This design comes from an exercise in tuning for small area and a short achievable clock period on the open sky130 flow, not from production work.
Only simulation tests tie the RTL to the original design; equivalence was not proved.
Power figures rest on the tool's default switching activity, not on a simulated workload.

==> job 3541: inputs <==
Design MMU, start of the top module:
module MMU #(parameter depth=4, bit_width=8, acc_width=32, size=4)
(
   input          clk,
   input          control,
   input  [31:0]  data_arr,
   input  [31:0]  wt_arr,
   output [127:0] acc_out
);
clock: 7.0 ns
lec_check: 0
cap_margin: 20
core_margin: 2
core_utilization: 55
cts_cluster_diameter: 70
cts_cluster_size: 25
setup_slack_margin: 4.2
slew_margin: 20
standard.sh (not shown) runs the stock make flow with config.mk's settings and CLKGATE_MAP_FILE= SYNTH_SCRIPT=/design/flow/synth_recipe.tcl, a recipe that flattens the netlist after the stock synthesis.
==> flow/flow/run.sh <==
#!/bin/bash
# Layout flow: the standard flow (standard.sh), with one change to
# synthesis: Yosys's synth runs without the quick ABC pass of its fine stage
# (synth -noabc), so that extract_fa meets the full and half adders as the
# RTL writes them and maps them without inverters around them. Registers
# and everything after synthesis are as in the standard flow.
set -euo pipefail
work=$(pwd)
sed 's/yosys synth -nofsm -noshare {\*}\$args/yosys synth -nofsm -noshare -noabc {*}$args/' \
  synth_recipe.tcl > own_synth.tcl
grep -q -- '-noabc' own_synth.tcl
bash standard.sh SYNTH_SCRIPT="$work/own_synth.tcl" finish > standard.log 2>&1
==> job 5407: changes against job 3541 <==
--- a/flow/design.v
+++ b/flow/design.v
@@ -120,92 +120,60 @@
    wire c_g0_12 = m[26] & m[27];
    wire c_p0_12 = m[26] ^ m[27];
    wire c_g0_13 = m[28] & 1'b0;
    wire c_p0_13 = m[28] ^ 1'b0;
    wire c_g1_1 = c_g0_1 | (c_p0_1 & c_g0_0);
    wire c_p1_1 = c_p0_1 & c_p0_0;
-   wire c_g1_2 = c_g0_2 | (c_p0_2 & c_g0_1);
-   wire c_p1_2 = c_p0_2 & c_p0_1;
    wire c_g1_3 = c_g0_3 | (c_p0_3 & c_g0_2);
    wire c_p1_3 = c_p0_3 & c_p0_2;
-   wire c_g1_4 = c_g0_4 | (c_p0_4 & c_g0_3);
-   wire c_p1_4 = c_p0_4 & c_p0_3;
    wire c_g1_5 = c_g0_5 | (c_p0_5 & c_g0_4);
    wire c_p1_5 = c_p0_5 & c_p0_4;
-   wire c_g1_6 = c_g0_6 | (c_p0_6 & c_g0_5);
-   wire c_p1_6 = c_p0_6 & c_p0_5;
    wire c_g1_7 = c_g0_7 | (c_p0_7 & c_g0_6);
    wire c_p1_7 = c_p0_7 & c_p0_6;
-   wire c_g1_8 = c_g0_8 | (c_p0_8 & c_g0_7);
-   wire c_p1_8 = c_p0_8 & c_p0_7;
    wire c_g1_9 = c_g0_9 | (c_p0_9 & c_g0_8);
    wire c_p1_9 = c_p0_9 & c_p0_8;
-   wire c_g1_10 = c_g0_10 | (c_p0_10 & c_g0_9);
-   wire c_p1_10 = c_p0_10 & c_p0_9;
    wire c_g1_11 = c_g0_11 | (c_p0_11 & c_g0_10);
    wire c_p1_11 = c_p0_11 & c_p0_10;
-   wire c_g1_12 = c_g0_12 | (c_p0_12 & c_g0_11);
-   wire c_p1_12 = c_p0_12 & c_p0_11;
    wire c_g1_13 = c_g0_13 | (c_p0_13 & c_g0_12);
    wire c_p1_13 = c_p0_13 & c_p0_12;
-   wire c_g2_2 = c_g1_2 | (c_p1_2 & c_g0_0);
-   wire c_p2_2 = c_p1_2 & c_p0_0;
+   wire c_g2_2 = c_g0_2 | (c_p0_2 & c_g1_1);
+   wire c_p2_2 = c_p0_2 & c_p1_1;
    wire c_g2_3 = c_g1_3 | (c_p1_3 & c_g1_1);
    wire c_p2_3 = c_p1_3 & c_p1_1;
-   wire c_g2_4 = c_g1_4 | (c_p1_4 & c_g1_2);
-   wire c_p2_4 = c_p1_4 & c_p1_2;
-   wire c_g2_5 = c_g1_5 | (c_p1_5 & c_g1_3);
-   wire c_p2_5 = c_p1_5 & c_p1_3;
-   wire c_g2_6 = c_g1_6 | (c_p1_6 & c_g1_4);
-   wire c_p2_6 = c_p1_6 & c_p1_4;
+   wire c_g2_6 = c_g0_6 | (c_p0_6 & c_g1_5);
+   wire c_p2_6 = c_p0_6 & c_p1_5;
    wire c_g2_7 = c_g1_7 | (c_p1_7 & c_g1_5);
    wire c_p2_7 = c_p1_7 & c_p1_5;
-   wire c_g2_8 = c_g1_8 | (c_p1_8 & c_g1_6);
-   wire c_p2_8 = c_p1_8 & c_p1_6;
-   wire c_g2_9 = c_g1_9 | (c_p1_9 & c_g1_7);
-   wire c_p2_9 = c_p1_9 & c_p1_7;
-   wire c_g2_10 = c_g1_10 | (c_p1_10 & c_g1_8);
-   wire c_p2_10 = c_p1_10 & c_p1_8;
+   wire c_g2_10 = c_g0_10 | (c_p0_10 & c_g1_9);
+   wire c_p2_10 = c_p0_10 & c_p1_9;
    wire c_g2_11 = c_g1_11 | (c_p1_11 & c_g1_9);
    wire c_p2_11 = c_p1_11 & c_p1_9;
-   wire c_g2_12 = c_g1_12 | (c_p1_12 & c_g1_10);
-   wire c_p2_12 = c_p1_12 & c_p1_10;
-   wire c_g2_13 = c_g1_13 | (c_p1_13 & c_g1_11);
-   wire c_p2_13 = c_p1_13 & c_p1_11;
-   wire c_g3_4 = c_g2_4 | (c_p2_4 & c_g0_0);
-   wire c_p3_4 = c_p2_4 & c_p0_0;
-   wire c_g3_5 = c_g2_5 | (c_p2_5 & c_g1_1);
-   wire c_p3_5 = c_p2_5 & c_p1_1;
-   wire c_g3_6 = c_g2_6 | (c_p2_6 & c_g2_2);
-   wire c_p3_6 = c_p2_6 & c_p2_2;
+   wire c_g3_4 = c_g0_4 | (c_p0_4 & c_g2_3);
+   wire c_p3_4 = c_p0_4 & c_p2_3;
+   wire c_g3_5 = c_g1_5 | (c_p1_5 & c_g2_3);
+   wire c_p3_5 = c_p1_5 & c_p2_3;
+   wire c_g3_6 = c_g2_6 | (c_p2_6 & c_g2_3);
+   wire c_p3_6 = c_p2_6 & c_p2_3;
    wire c_g3_7 = c_g2_7 | (c_p2_7 & c_g2_3);
    wire c_p3_7 = c_p2_7 & c_p2_3;
-   wire c_g3_8 = c_g2_8 | (c_p2_8 & c_g2_4);
-   wire c_p3_8 = c_p2_8 & c_p2_4;
-   wire c_g3_9 = c_g2_9 | (c_p2_9 & c_g2_5);
-   wire c_p3_9 = c_p2_9 & c_p2_5;
-   wire c_g3_10 = c_g2_10 | (c_p2_10 & c_g2_6);
-   wire c_p3_10 = c_p2_10 & c_p2_6;
-   wire c_g3_11 = c_g2_11 | (c_p2_11 & c_g2_7);
-   wire c_p3_11 = c_p2_11 & c_p2_7;
-   wire c_g3_12 = c_g2_12 | (c_p2_12 & c_g2_8);
-   wire c_p3_12 = c_p2_12 & c_p2_8;
-   wire c_g3_13 = c_g2_13 | (c_p2_13 & c_g2_9);
-   wire c_p3_13 = c_p2_13 & c_p2_9;
-   wire c_g4_8 = c_g3_8 | (c_p3_8 & c_g0_0);
-   wire c_p4_8 = c_p3_8 & c_p0_0;
-   wire c_g4_9 = c_g3_9 | (c_p3_9 & c_g1_1);
-   wire c_p4_9 = c_p3_9 & c_p1_1;
-   wire c_g4_10 = c_g3_10 | (c_p3_10 & c_g2_2);
-   wire c_p4_10 = c_p3_10 & c_p2_2;
-   wire c_g4_11 = c_g3_11 | (c_p3_11 & c_g2_3);
-   wire c_p4_11 = c_p3_11 & c_p2_3;
-   wire c_g4_12 = c_g3_12 | (c_p3_12 & c_g3_4);
-   wire c_p4_12 = c_p3_12 & c_p3_4;
-   wire c_g4_13 = c_g3_13 | (c_p3_13 & c_g3_5);
-   wire c_p4_13 = c_p3_13 & c_p3_5;
+   wire c_g3_12 = c_g0_12 | (c_p0_12 & c_g2_11);
+   wire c_p3_12 = c_p0_12 & c_p2_11;
+   wire c_g3_13 = c_g1_13 | (c_p1_13 & c_g2_11);
+   wire c_p3_13 = c_p1_13 & c_p2_11;
+   wire c_g4_8 = c_g0_8 | (c_p0_8 & c_g3_7);
+   wire c_p4_8 = c_p0_8 & c_p3_7;
+   wire c_g4_9 = c_g1_9 | (c_p1_9 & c_g3_7);
+   wire c_p4_9 = c_p1_9 & c_p3_7;
+   wire c_g4_10 = c_g2_10 | (c_p2_10 & c_g3_7);
+   wire c_p4_10 = c_p2_10 & c_p3_7;
+   wire c_g4_11 = c_g2_11 | (c_p2_11 & c_g3_7);
+   wire c_p4_11 = c_p2_11 & c_p3_7;
+   wire c_g4_12 = c_g3_12 | (c_p3_12 & c_g3_7);
+   wire c_p4_12 = c_p3_12 & c_p3_7;
+   wire c_g4_13 = c_g3_13 | (c_p3_13 & c_g3_7);
+   wire c_p4_13 = c_p3_13 & c_p3_7;
    wire [15:0] sum = {(c_p0_13 ^ c_g4_12), (c_p0_12 ^ c_g4_11), (c_p0_11 ^ c_g4_10), (c_p0_10 ^ c_g4_9), (c_p0_9 ^ c_g4_8), (c_p0_8 ^ c_g3_7), (c_p0_7 ^ c_g3_6), (c_p0_6 ^ c_g3_5), (c_p0_5 ^ c_g3_4), (c_p0_4 ^ c_g2_3), (c_p0_3 ^ c_g2_2), (c_p0_2 ^ c_g1_1), (c_p0_1 ^ c_g0_0), c_p0_0, m[1], m[0]};
    always @(posedge clk) begin
       if (ld) wt_out <= wt_in;
       if (ld) w3_out <= w3_in;
       m <= {pr3[9], pr3[8], p_c32, p_s31, p_c30, p_s29, p_c28, p_s27, p_c26, p_s25, p_c24, p_s23, p_c22, p_s21, p_c20, p_s19, p_c18, p_s17, p_c16, p_s15, p_c14, pr2[0], p_s13, pr1[1], pr0[3], pr1[0], pr0[2], pr0[1], pr0[0]};
       acc_out <= clr ? 16'd0 : sum;
@@ -1147,13 +1115,13 @@
    output reg [7:0]   wt_out,
    output reg [15:0]  acc_out
 );
    wire [63:0] pp;
    genvar i;
    generate for (i = 0; i < 64; i = i + 1) begin : g_pp
-      assign pp[i] = x[i/8] & wt_out[i%8];
+      assign pp[i] = (~x[i/8]) & (~wt_out[i%8]);
    end endgenerate
    reg [28:0] m;    
    wire p_s1;
    wire p_c2;
    wire p_s3;
    wire p_c4;
@@ -1350,100 +1318,66 @@
    wire c_g0_13 = m[27] & m[28];
    wire c_p0_13 = m[27] ^ m[28];
    wire c_g0_14 = 1'b0 & 1'b0;
    wire c_p0_14 = 1'b0 ^ 1'b0;
    wire c_g1_1 = c_g0_1 | (c_p0_1 & c_g0_0);
    wire c_p1_1 = c_p0_1 & c_p0_0;
-   wire c_g1_2 = c_g0_2 | (c_p0_2 & c_g0_1);
-   wire c_p1_2 = c_p0_2 & c_p0_1;
    wire c_g1_3 = c_g0_3 | (c_p0_3 & c_g0_2);
    wire c_p1_3 = c_p0_3 & c_p0_2;
-   wire c_g1_4 = c_g0_4 | (c_p0_4 & c_g0_3);
-   wire c_p1_4 = c_p0_4 & c_p0_3;
    wire c_g1_5 = c_g0_5 | (c_p0_5 & c_g0_4);
    wire c_p1_5 = c_p0_5 & c_p0_4;
-   wire c_g1_6 = c_g0_6 | (c_p0_6 & c_g0_5);
-   wire c_p1_6 = c_p0_6 & c_p0_5;
    wire c_g1_7 = c_g0_7 | (c_p0_7 & c_g0_6);
    wire c_p1_7 = c_p0_7 & c_p0_6;
-   wire c_g1_8 = c_g0_8 | (c_p0_8 & c_g0_7);
-   wire c_p1_8 = c_p0_8 & c_p0_7;
    wire c_g1_9 = c_g0_9 | (c_p0_9 & c_g0_8);
    wire c_p1_9 = c_p0_9 & c_p0_8;
-   wire c_g1_10 = c_g0_10 | (c_p0_10 & c_g0_9);
-   wire c_p1_10 = c_p0_10 & c_p0_9;
    wire c_g1_11 = c_g0_11 | (c_p0_11 & c_g0_10);
    wire c_p1_11 = c_p0_11 & c_p0_10;
-   wire c_g1_12 = c_g0_12 | (c_p0_12 & c_g0_11);
-   wire c_p1_12 = c_p0_12 & c_p0_11;
    wire c_g1_13 = c_g0_13 | (c_p0_13 & c_g0_12);
    wire c_p1_13 = c_p0_13 & c_p0_12;
-   wire c_g1_14 = c_g0_14 | (c_p0_14 & c_g0_13);
-   wire c_p1_14 = c_p0_14 & c_p0_13;
-   wire c_g2_2 = c_g1_2 | (c_p1_2 & c_g0_0);
-   wire c_p2_2 = c_p1_2 & c_p0_0;
+   wire c_g2_2 = c_g0_2 | (c_p0_2 & c_g1_1);
+   wire c_p2_2 = c_p0_2 & c_p1_1;
    wire c_g2_3 = c_g1_3 | (c_p1_3 & c_g1_1);
    wire c_p2_3 = c_p1_3 & c_p1_1;
-   wire c_g2_4 = c_g1_4 | (c_p1_4 & c_g1_2);
-   wire c_p2_4 = c_p1_4 & c_p1_2;
-   wire c_g2_5 = c_g1_5 | (c_p1_5 & c_g1_3);
-   wire c_p2_5 = c_p1_5 & c_p1_3;
-   wire c_g2_6 = c_g1_6 | (c_p1_6 & c_g1_4);
-   wire c_p2_6 = c_p1_6 & c_p1_4;
+   wire c_g2_6 = c_g0_6 | (c_p0_6 & c_g1_5);
+   wire c_p2_6 = c_p0_6 & c_p1_5;
    wire c_g2_7 = c_g1_7 | (c_p1_7 & c_g1_5);
    wire c_p2_7 = c_p1_7 & c_p1_5;
-   wire c_g2_8 = c_g1_8 | (c_p1_8 & c_g1_6);
-   wire c_p2_8 = c_p1_8 & c_p1_6;
-   wire c_g2_9 = c_g1_9 | (c_p1_9 & c_g1_7);
-   wire c_p2_9 = c_p1_9 & c_p1_7;
-   wire c_g2_10 = c_g1_10 | (c_p1_10 & c_g1_8);
-   wire c_p2_10 = c_p1_10 & c_p1_8;
+   wire c_g2_10 = c_g0_10 | (c_p0_10 & c_g1_9);
+   wire c_p2_10 = c_p0_10 & c_p1_9;
    wire c_g2_11 = c_g1_11 | (c_p1_11 & c_g1_9);
    wire c_p2_11 = c_p1_11 & c_p1_9;
-   wire c_g2_12 = c_g1_12 | (c_p1_12 & c_g1_10);
-   wire c_p2_12 = c_p1_12 & c_p1_10;
-   wire c_g2_13 = c_g1_13 | (c_p1_13 & c_g1_11);
-   wire c_p2_13 = c_p1_13 & c_p1_11;
-   wire c_g2_14 = c_g1_14 | (c_p1_14 & c_g1_12);
-   wire c_p2_14 = c_p1_14 & c_p1_12;
-   wire c_g3_4 = c_g2_4 | (c_p2_4 & c_g0_0);
-   wire c_p3_4 = c_p2_4 & c_p0_0;
-   wire c_g3_5 = c_g2_5 | (c_p2_5 & c_g1_1);
-   wire c_p3_5 = c_p2_5 & c_p1_1;
-   wire c_g3_6 = c_g2_6 | (c_p2_6 & c_g2_2);
-   wire c_p3_6 = c_p2_6 & c_p2_2;
+   wire c_g2_14 = c_g0_14 | (c_p0_14 & c_g1_13);
+   wire c_p2_14 = c_p0_14 & c_p1_13;
+   wire c_g3_4 = c_g0_4 | (c_p0_4 & c_g2_3);
+   wire c_p3_4 = c_p0_4 & c_p2_3;
+   wire c_g3_5 = c_g1_5 | (c_p1_5 & c_g2_3);
+   wire c_p3_5 = c_p1_5 & c_p2_3;
+   wire c_g3_6 = c_g2_6 | (c_p2_6 & c_g2_3);
+   wire c_p3_6 = c_p2_6 & c_p2_3;
    wire c_g3_7 = c_g2_7 | (c_p2_7 & c_g2_3);
    wire c_p3_7 = c_p2_7 & c_p2_3;
-   wire c_g3_8 = c_g2_8 | (c_p2_8 & c_g2_4);
-   wire c_p3_8 = c_p2_8 & c_p2_4;
-   wire c_g3_9 = c_g2_9 | (c_p2_9 & c_g2_5);
-   wire c_p3_9 = c_p2_9 & c_p2_5;
-   wire c_g3_10 = c_g2_10 | (c_p2_10 & c_g2_6);
-   wire c_p3_10 = c_p2_10 & c_p2_6;
-   wire c_g3_11 = c_g2_11 | (c_p2_11 & c_g2_7);
-   wire c_p3_11 = c_p2_11 & c_p2_7;
-   wire c_g3_12 = c_g2_12 | (c_p2_12 & c_g2_8);
-   wire c_p3_12 = c_p2_12 & c_p2_8;
-   wire c_g3_13 = c_g2_13 | (c_p2_13 & c_g2_9);
-   wire c_p3_13 = c_p2_13 & c_p2_9;
-   wire c_g3_14 = c_g2_14 | (c_p2_14 & c_g2_10);
-   wire c_p3_14 = c_p2_14 & c_p2_10;
-   wire c_g4_8 = c_g3_8 | (c_p3_8 & c_g0_0);
-   wire c_p4_8 = c_p3_8 & c_p0_0;
-   wire c_g4_9 = c_g3_9 | (c_p3_9 & c_g1_1);
-   wire c_p4_9 = c_p3_9 & c_p1_1;
-   wire c_g4_10 = c_g3_10 | (c_p3_10 & c_g2_2);
-   wire c_p4_10 = c_p3_10 & c_p2_2;
-   wire c_g4_11 = c_g3_11 | (c_p3_11 & c_g2_3);
-   wire c_p4_11 = c_p3_11 & c_p2_3;
-   wire c_g4_12 = c_g3_12 | (c_p3_12 & c_g3_4);
-   wire c_p4_12 = c_p3_12 & c_p3_4;
-   wire c_g4_13 = c_g3_13 | (c_p3_13 & c_g3_5);
-   wire c_p4_13 = c_p3_13 & c_p3_5;
-   wire c_g4_14 = c_g3_14 | (c_p3_14 & c_g3_6);
-   wire c_p4_14 = c_p3_14 & c_p3_6;
+   wire c_g3_12 = c_g0_12 | (c_p0_12 & c_g2_11);
+   wire c_p3_12 = c_p0_12 & c_p2_11;
+   wire c_g3_13 = c_g1_13 | (c_p1_13 & c_g2_11);
+   wire c_p3_13 = c_p1_13 & c_p2_11;
+   wire c_g3_14 = c_g2_14 | (c_p2_14 & c_g2_11);
+   wire c_p3_14 = c_p2_14 & c_p2_11;
+   wire c_g4_8 = c_g0_8 | (c_p0_8 & c_g3_7);
+   wire c_p4_8 = c_p0_8 & c_p3_7;
+   wire c_g4_9 = c_g1_9 | (c_p1_9 & c_g3_7);
+   wire c_p4_9 = c_p1_9 & c_p3_7;
+   wire c_g4_10 = c_g2_10 | (c_p2_10 & c_g3_7);
+   wire c_p4_10 = c_p2_10 & c_p3_7;
+   wire c_g4_11 = c_g2_11 | (c_p2_11 & c_g3_7);
+   wire c_p4_11 = c_p2_11 & c_p3_7;
+   wire c_g4_12 = c_g3_12 | (c_p3_12 & c_g3_7);
+   wire c_p4_12 = c_p3_12 & c_p3_7;
+   wire c_g4_13 = c_g3_13 | (c_p3_13 & c_g3_7);
+   wire c_p4_13 = c_p3_13 & c_p3_7;
+   wire c_g4_14 = c_g3_14 | (c_p3_14 & c_g3_7);
+   wire c_p4_14 = c_p3_14 & c_p3_7;
    wire [15:0] sum = {(c_p0_14 ^ c_g4_13), (c_p0_13 ^ c_g4_12), (c_p0_12 ^ c_g4_11), (c_p0_11 ^ c_g4_10), (c_p0_10 ^ c_g4_9), (c_p0_9 ^ c_g4_8), (c_p0_8 ^ c_g3_7), (c_p0_7 ^ c_g3_6), (c_p0_6 ^ c_g3_5), (c_p0_5 ^ c_g3_4), (c_p0_4 ^ c_g2_3), (c_p0_3 ^ c_g2_2), (c_p0_2 ^ c_g1_1), (c_p0_1 ^ c_g0_0), c_p0_0, m[0]};
    always @(posedge clk) begin
       if (ld) wt_out <= wt_in;
       m <= {pp[63], p_c84, p_s83, p_c82, p_s81, p_c80, p_s79, p_c78, p_s77, p_c76, p_s75, p_c74, p_s73, p_c72, p_s71, p_c70, p_s69, p_c68, p_s67, p_c66, p_s65, p_c64, p_s63, p_c62, pp[16], p_s61, pp[8], pp[1], pp[0]};
       acc_out <= clr ? 16'd0 : sum;
    end
@@ -1458,13 +1392,13 @@
    output reg [7:0]   wt_out,
    output reg [16:0]  acc_out
 );
    wire [63:0] pp;
    genvar i;
    generate for (i = 0; i < 64; i = i + 1) begin : g_pp
-      assign pp[i] = x[i/8] & wt_out[i%8];
+      assign pp[i] = (~x[i/8]) & (~wt_out[i%8]);
    end endgenerate
    reg [28:0] m;    
    wire p_s1;
    wire p_c2;
    wire p_s3;
    wire p_c4;
@@ -1847,13 +1781,13 @@
    output reg [7:0]   wt_out,
    output reg [17:0]  acc_out
 );
    wire [63:0] pp;
    genvar i;
    generate for (i = 0; i < 64; i = i + 1) begin : g_pp
-      assign pp[i] = x[i/8] & wt_out[i%8];
+      assign pp[i] = (~x[i/8]) & (~wt_out[i%8]);
    end endgenerate
    reg [28:0] m;    
    wire p_s1;
    wire p_c2;
    wire p_s3;
    wire p_c4;
@@ -2248,13 +2182,13 @@
    output reg [7:0]   wt_out,
    output reg [17:0]  acc_out
 );
    wire [63:0] pp;
    genvar i;
    generate for (i = 0; i < 64; i = i + 1) begin : g_pp
-      assign pp[i] = x[i/8] & wt_out[i%8];
+      assign pp[i] = (~x[i/8]) & (~wt_out[i%8]);
    end endgenerate
    reg [28:0] m;    
    wire p_s1;
    wire p_c2;
    wire p_s3;
    wire p_c4;
@@ -2646,23 +2580,23 @@
    input          control,
    input  [31:0]  data_arr,
    input  [31:0]  wt_arr,
    output [127:0] acc_out
 );
    reg        c1;           
-   reg [31:0] d [0:2];      
+   reg [31:0] dn [0:2];     
    always @(posedge clk) begin
-      c1   <= control;
-      d[0] <= control ? 32'd0 : data_arr;
-      d[1] <= control ? 32'd0 : d[0];
-      d[2] <= control ? 32'd0 : d[1];
+      c1    <= control;
+      dn[0] <= control ? 32'hffffffff : ~data_arr;
+      dn[1] <= control ? 32'hffffffff : dn[0];
+      dn[2] <= control ? 32'hffffffff : dn[1];
    end
    genvar r;
    generate
       for (r = 0; r < 4; r = r + 1) begin : row
-         wire [31:0] xr = (r == 0) ? data_arr : d[r-1];
+         wire [31:0] xr = (r == 0) ? data_arr : dn[r-1];
          wire [7:0]  w1, w2, w3, w4;
          wire [15:0] a1;
          wire [16:0] a2;
          wire [17:0] a3, a4;
          if (r == 0) begin : g0
             wire [9:0] t1, t2, t3, t4;
@@ -2678,13 +2612,13 @@
                .acc_out(a3));
             MAC_R0_18_18 u_c3 (.clk(clk), .ld(control), .clr(c1), .x(xr[31:24]),
                .wt_in(w3), .w3_in(t3), .acc_in(a3), .wt_out(w4), .w3_out(t4),
                .acc_out(a4));
          end else begin : gn
             MAC_RN_0_16 u_c0 (.clk(clk), .ld(control), .clr(c1), .x(xr[7:0]),
-               .wt_in(wt_arr[8*r +: 8]), .wt_out(w1), .acc_out(a1));
+               .wt_in(~wt_arr[8*r +: 8]), .wt_out(w1), .acc_out(a1));
             MAC_RN_16_17 u_c1 (.clk(clk), .ld(control), .clr(c1), .x(xr[15:8]),
                .wt_in(w1), .acc_in(a1), .wt_out(w2), .acc_out(a2));
             MAC_RN_17_18 u_c2 (.clk(clk), .ld(control), .clr(c1), .x(xr[23:16]),
                .wt_in(w2), .acc_in(a2), .wt_out(w3), .acc_out(a3));
             MAC_RN_18_18 u_c3 (.clk(clk), .ld(control), .clr(c1), .x(xr[31:24]),
                .wt_in(w3), .acc_in(a3), .wt_out(w4), .acc_out(a4));
Settings changed: CORE_UTILIZATION 55 to 70, CTS_CLUSTER_DIAMETER 70 to 80, CTS_CLUSTER_SIZE 25 to 32.
==> notes <==
Via count: job 5407 is lower than job 3541 (2.7%). Against job 3541, the synthesized cell count of job 5407 is higher by 0.42%. In job 3541 the first-iteration DRC count is smaller than in job 5407, by about 27%. In job 5407 the non-clock buffer count is higher than in job 3541, by 17.
==> figures <==
| quantity | job 5407 | job 3541 |
|---|---|---|
| Outcome | finished clean | finished clean |
| Post-synthesis share of cell area spent on xor and xnor gates | 3.20% | 2.70% |
| Final WS setup | 4.21 ns | 4.14 ns |
| Die X | 284 µm | 326 µm |
| Part of the power in the clock network | 20.9% | 26.9% |
| Power Dens Cells | 269 nW/µm² | 281 nW/µm² |
| Mux cell area share after synthesis | 2.65% | 2.91% |
| Combinational Power Share | 33.4% | 32.6% |
| Routed length on met1 | 52,200 µm | 60,900 µm |
| Routed met3 length | 6710 µm | 4050 µm |

afterwards: timing with drivers on the ports:
The results above use ideal ports. As a check the final layouts listed here were re-extracted and re-timed, cells and wires unchanged.
Step 1, drivers: a clkbuf_16 drives clk and a buf_2 each remaining input, both assumed.
Step 2 adds t to the input delays and takes it off the output delays; t is the mean of the earliest and latest rising clock arrival at the registers after step 1. Input paths then give back, and output paths get back, about the clock's delay inside the block.
Slacks: ideal / step 1 / step 2; pairs: ideal / step 1.
run | shift t [ns] | setup slack, ns | hold slack, ns
job 3541 | 0.712 | 4.145 / 4.145 / 3.538 | 0.431 / 0.431 / 0.431
job 5407 | 0.701 | 4.214 / 4.214 / 3.548 | 0.448 / 0.448 / 0.448
After both steps setup and hold are still met in every run listed. The setup slack of job 5407, which loses most, moves by 0.000 ns with the drivers and by -0.666 ns with both steps.
